Context: an optimization exercise on an open-source flow, tuned for small area, a short achievable clock period and few clock cycles per item. The choices shown serve that exercise and are no tape-out recipe. At most, simulation tests tie the RTL to the original design; equivalence was not proved. The clock port is modelled as an ideal driver; clocking choices that lean on that would not hold on a real chip.

==> flow/design.v (excerpt) <==
module ntt_processer (
    input clk,
    input rst,
    input start,
    input [1:0] mode,  
    input is_add_or_sub,
    input [9:0] ram_r_start_offset_A,
    input [9:0] ram_r_start_offset_B,
    input [9:0] ram_w_start_offset,
    input [95:0] ram_rdata,
    output last_cycle,
    output ram_wen,
    output [9:0] ram_raddr,
    output [9:0] ram_waddr,
    output [95:0] ram_wdata,
    output NTT_finish
);
Size in the first run: about 11000 cells after synthesis, ~1300 flip-flops, about 250 I/O pins.
clock: 13.0 ns
lec_check: 0
cap_margin: 30
core_margin: 2
core_utilization: 40
cts_cluster_diameter: 80
cts_cluster_size: 20
place_density: 0.6
slew_margin: 30
standard.sh (not shown) runs the stock make flow with config.mk's settings and CLKGATE_MAP_FILE= SYNTH_SCRIPT=/design/flow/synth_recipe.tcl, a recipe that flattens the netlist after the stock synthesis.
==> flow/flow/run.sh <==
#!/bin/bash
# Layout flow: the standard ORFS flow (standard.sh), with two extra
# setup-repair steps run through ORFS's own hooks: flow/post_cts.tcl after
# clock tree synthesis (POST_CTS_TCL) and flow/post_grt.tcl after global
# routing (POST_GLOBAL_ROUTE_TCL).  They repair setup timing against a
# tighter target than the clock period, so that the achieved period shrinks.
# Synthesis, constraints and clock period are unchanged.  Each tool's output
# is logged in this folder (standard.log; ORFS's per-step logs under orfs/).
set -euo pipefail
export POST_CTS_TCL="$PWD/flow/post_cts.tcl"
export POST_GLOBAL_ROUTE_TCL="$PWD/flow/post_grt.tcl"
bash standard.sh > standard.log 2>&1
==> flow/flow/post_cts.tcl <==
# Sourced by ORFS cts.tcl (POST_CTS_TCL) after its own timing repair.
# Repair setup timing as if the required slack were 9.2 ns of the 13 ns period
# (a ~3.8 ns target): sizes up gates, buffers and swaps pins; the design's
# logic and registers are unchanged.
puts "post_cts: extra setup repair"
report_worst_slack -max
report_design_area
repair_timing -setup -setup_margin 9.2 -repair_tns 100 -skip_gate_cloning
set result [catch { detailed_placement } msg]
if { $result != 0 } {
  error "post_cts: detailed placement failed: $msg"
}
check_placement -verbose
estimate_parasitics -placement
report_worst_slack -max
report_design_area
==> flow/flow/post_grt.tcl <==
# Sourced by ORFS global_route.tcl (POST_GLOBAL_ROUTE_TCL) before it writes
# the global-routed design: one more setup repair against the ~3.8 ns target,
# now with global-routing parasitics, then the incremental global route and
# legalisation that ORFS itself uses after a repair.
puts "post_grt: extra setup repair"
estimate_parasitics -global_routing
report_worst_slack -max
report_design_area
repair_timing -setup -setup_margin 9.2 -repair_tns 100 -skip_gate_cloning
global_route -start_incremental
detailed_placement
global_route -end_incremental
estimate_parasitics -global_routing
repair_timing -hold
global_route -start_incremental
detailed_placement
global_route -end_incremental
check_placement -verbose
estimate_parasitics -global_routing
report_worst_slack -max
report_worst_slack -min
report_design_area
The starting point ran to the end with no violations.
Testbench counts at the start, summed over its fixed seeds: cycles 31,288, ops 192.
Next try:
--- a/flow/flow/post_cts.tcl
+++ b/flow/flow/post_cts.tcl
@@ -2,2 +2,2 @@
-# Repair setup timing as if the required slack were 9.2 ns of the 13 ns period
-# (a ~3.8 ns target): sizes up gates, buffers and swaps pins; the design's
+# Repair setup timing as if the required slack were 9 ns of the 13 ns period
+# (a ~4 ns target): sizes up gates, buffers and swaps pins; the design's
@@ -8 +8 @@
-repair_timing -setup -setup_margin 9.2 -repair_tns 100 -skip_gate_cloning
+repair_timing -setup -setup_margin 9 -repair_tns 100 -skip_gate_cloning
--- a/flow/flow/post_grt.tcl
+++ b/flow/flow/post_grt.tcl
@@ -2 +2 @@
-# the global-routed design: one more setup repair against the ~3.8 ns target,
+# the global-routed design: one more setup repair against the ~4 ns target,
@@ -9 +9 @@
-repair_timing -setup -setup_margin 9.2 -repair_tns 100 -skip_gate_cloning
+repair_timing -setup -setup_margin 9 -repair_tns 100 -skip_gate_cloning
The changed run completed without violations; cell area goes down by 2.7%; non-clock buffer count goes down by 179; cell count shrinks by 1.4%; via count shrinks by 1.6%; synthesized area stays the same; first-iteration DRC count is lower by 4.6%; setup slack gets worse by 0.076 ns; global-route usage fell by 0.24 points.

========
ntt_processer, a different RTL version from the one above (not shown whole).
For scale: about 1,300 flip-flops, roughly 250 I/O pins, roughly 94,000 sq um of cells after synthesis.
Design ntt_processer, start of the top module:
module ntt_processer (
    input clk,
    input rst,
    input start,
    input [1:0] mode,  
    input is_add_or_sub,
    input [9:0] ram_r_start_offset_A,
    input [9:0] ram_r_start_offset_B,
    input [9:0] ram_w_start_offset,
    input [95:0] ram_rdata,
    output last_cycle,
    output ram_wen,
    output [9:0] ram_raddr,
    output [9:0] ram_waddr,
    output [95:0] ram_wdata,
    output NTT_finish
);
export LEC_CHECK = 0
export CAP_MARGIN = 30
export CORE_MARGIN = 2
export CORE_UTILIZATION = 55
export CTS_CLUSTER_DIAMETER = 80
export CTS_CLUSTER_SIZE = 20
export PLACE_DENSITY = 0.7
export SLEW_MARGIN = 30
create_clock -name core_clock -period 13.0 [get_ports {clk}]
==> flow/flow/post_cts.tcl <==
# Sourced by ORFS cts.tcl (POST_CTS_TCL) after its own timing repair.
# Repair setup timing as if the required slack were 9 ns of the 13 ns period
# (a ~4 ns target): sizes up gates, buffers and swaps pins; the design's
# logic and registers are unchanged.
puts "post_cts: extra setup repair"
report_worst_slack -max
report_design_area
repair_timing -setup -setup_margin 9 -repair_tns 100 -skip_gate_cloning
set result [catch { detailed_placement } msg]
if { $result != 0 } {
  error "post_cts: detailed placement failed: $msg"
}
check_placement -verbose
estimate_parasitics -placement
report_worst_slack -max
report_design_area
==> flow/flow/post_grt.tcl <==
# Sourced by ORFS global_route.tcl (POST_GLOBAL_ROUTE_TCL) before it writes
# the global-routed design: one more setup repair against the ~4 ns target,
# now with global-routing parasitics, then the incremental global route and
# legalisation that ORFS itself uses after a repair.
puts "post_grt: extra setup repair"
estimate_parasitics -global_routing
report_worst_slack -max
report_design_area
repair_timing -setup -setup_margin 9 -repair_tns 100 -skip_gate_cloning
global_route -start_incremental
detailed_placement
global_route -end_incremental
estimate_parasitics -global_routing
repair_timing -hold
global_route -start_incremental
detailed_placement
global_route -end_incremental
check_placement -verbose
estimate_parasitics -global_routing
report_worst_slack -max
report_worst_slack -min
report_design_area
Scripts as last shown in full above: flow/flow/run.sh
The baseline completed without violations.
==> next run, changes <==
--- a/flow/config.mk
+++ b/flow/config.mk
@@ -9,6 +9,6 @@
 export CORE_MARGIN = 2
-export CORE_UTILIZATION = 55
+export CORE_UTILIZATION = 40
 export CTS_CLUSTER_DIAMETER = 80
 export CTS_CLUSTER_SIZE = 20
-export PLACE_DENSITY = 0.7
+export PLACE_DENSITY = 0.6
 export SLEW_MARGIN = 30
What happened: The new run produced a clean layout; worst hold slack gets worse by 0.018 ns; sequential share of layout area fell by 0.26 points; synthesized area does not change; cell area climbs by 1.2%; die area rises by 37%; utilization goes down by 16 points; global-route usage went down by 8.4 points.
Function was not checked in any run of this note: the RTL went through the layout flow alone.

## afterwards: timing with drivers on the ports
Ports are ideal in the flow. The routed layouts listed here were re-timed in OpenROAD. Step 1: set_driving_cell puts a clkbuf_16 on clk and a buf_2 on each other input, an assumption about the parent block. Step 2 adds t to the input delays and takes it off the output delays; t is the mean of the earliest and latest rising clock arrival at the registers after step 1. Input paths then give back, and output paths get back, about the clock's delay inside the block. Three values: no drivers, after step 1, after step 2; two values: the first two.
run	t, ns	slack for setup (ns)	hold WS [ns]
the first run of note 1	0.843	9.075 / 8.987 / 8.319	0.311 / 0.311 / 0.311
the second run of note 1	0.842	8.999 / 8.956 / 8.193	0.305 / 0.305 / 0.305
the first run of note 2	0.826	9.022 / 8.954 / 8.159	0.316 / 0.316 / 0.316
the second run of note 2	0.855	8.970 / 8.917 / 8.063	0.298 / 0.298 / 0.298
After both steps every run listed still meets setup and hold. The setup slack of the second run of note 2, which loses most, moves by -0.053 ns with the drivers and by -0.907 ns with both steps.
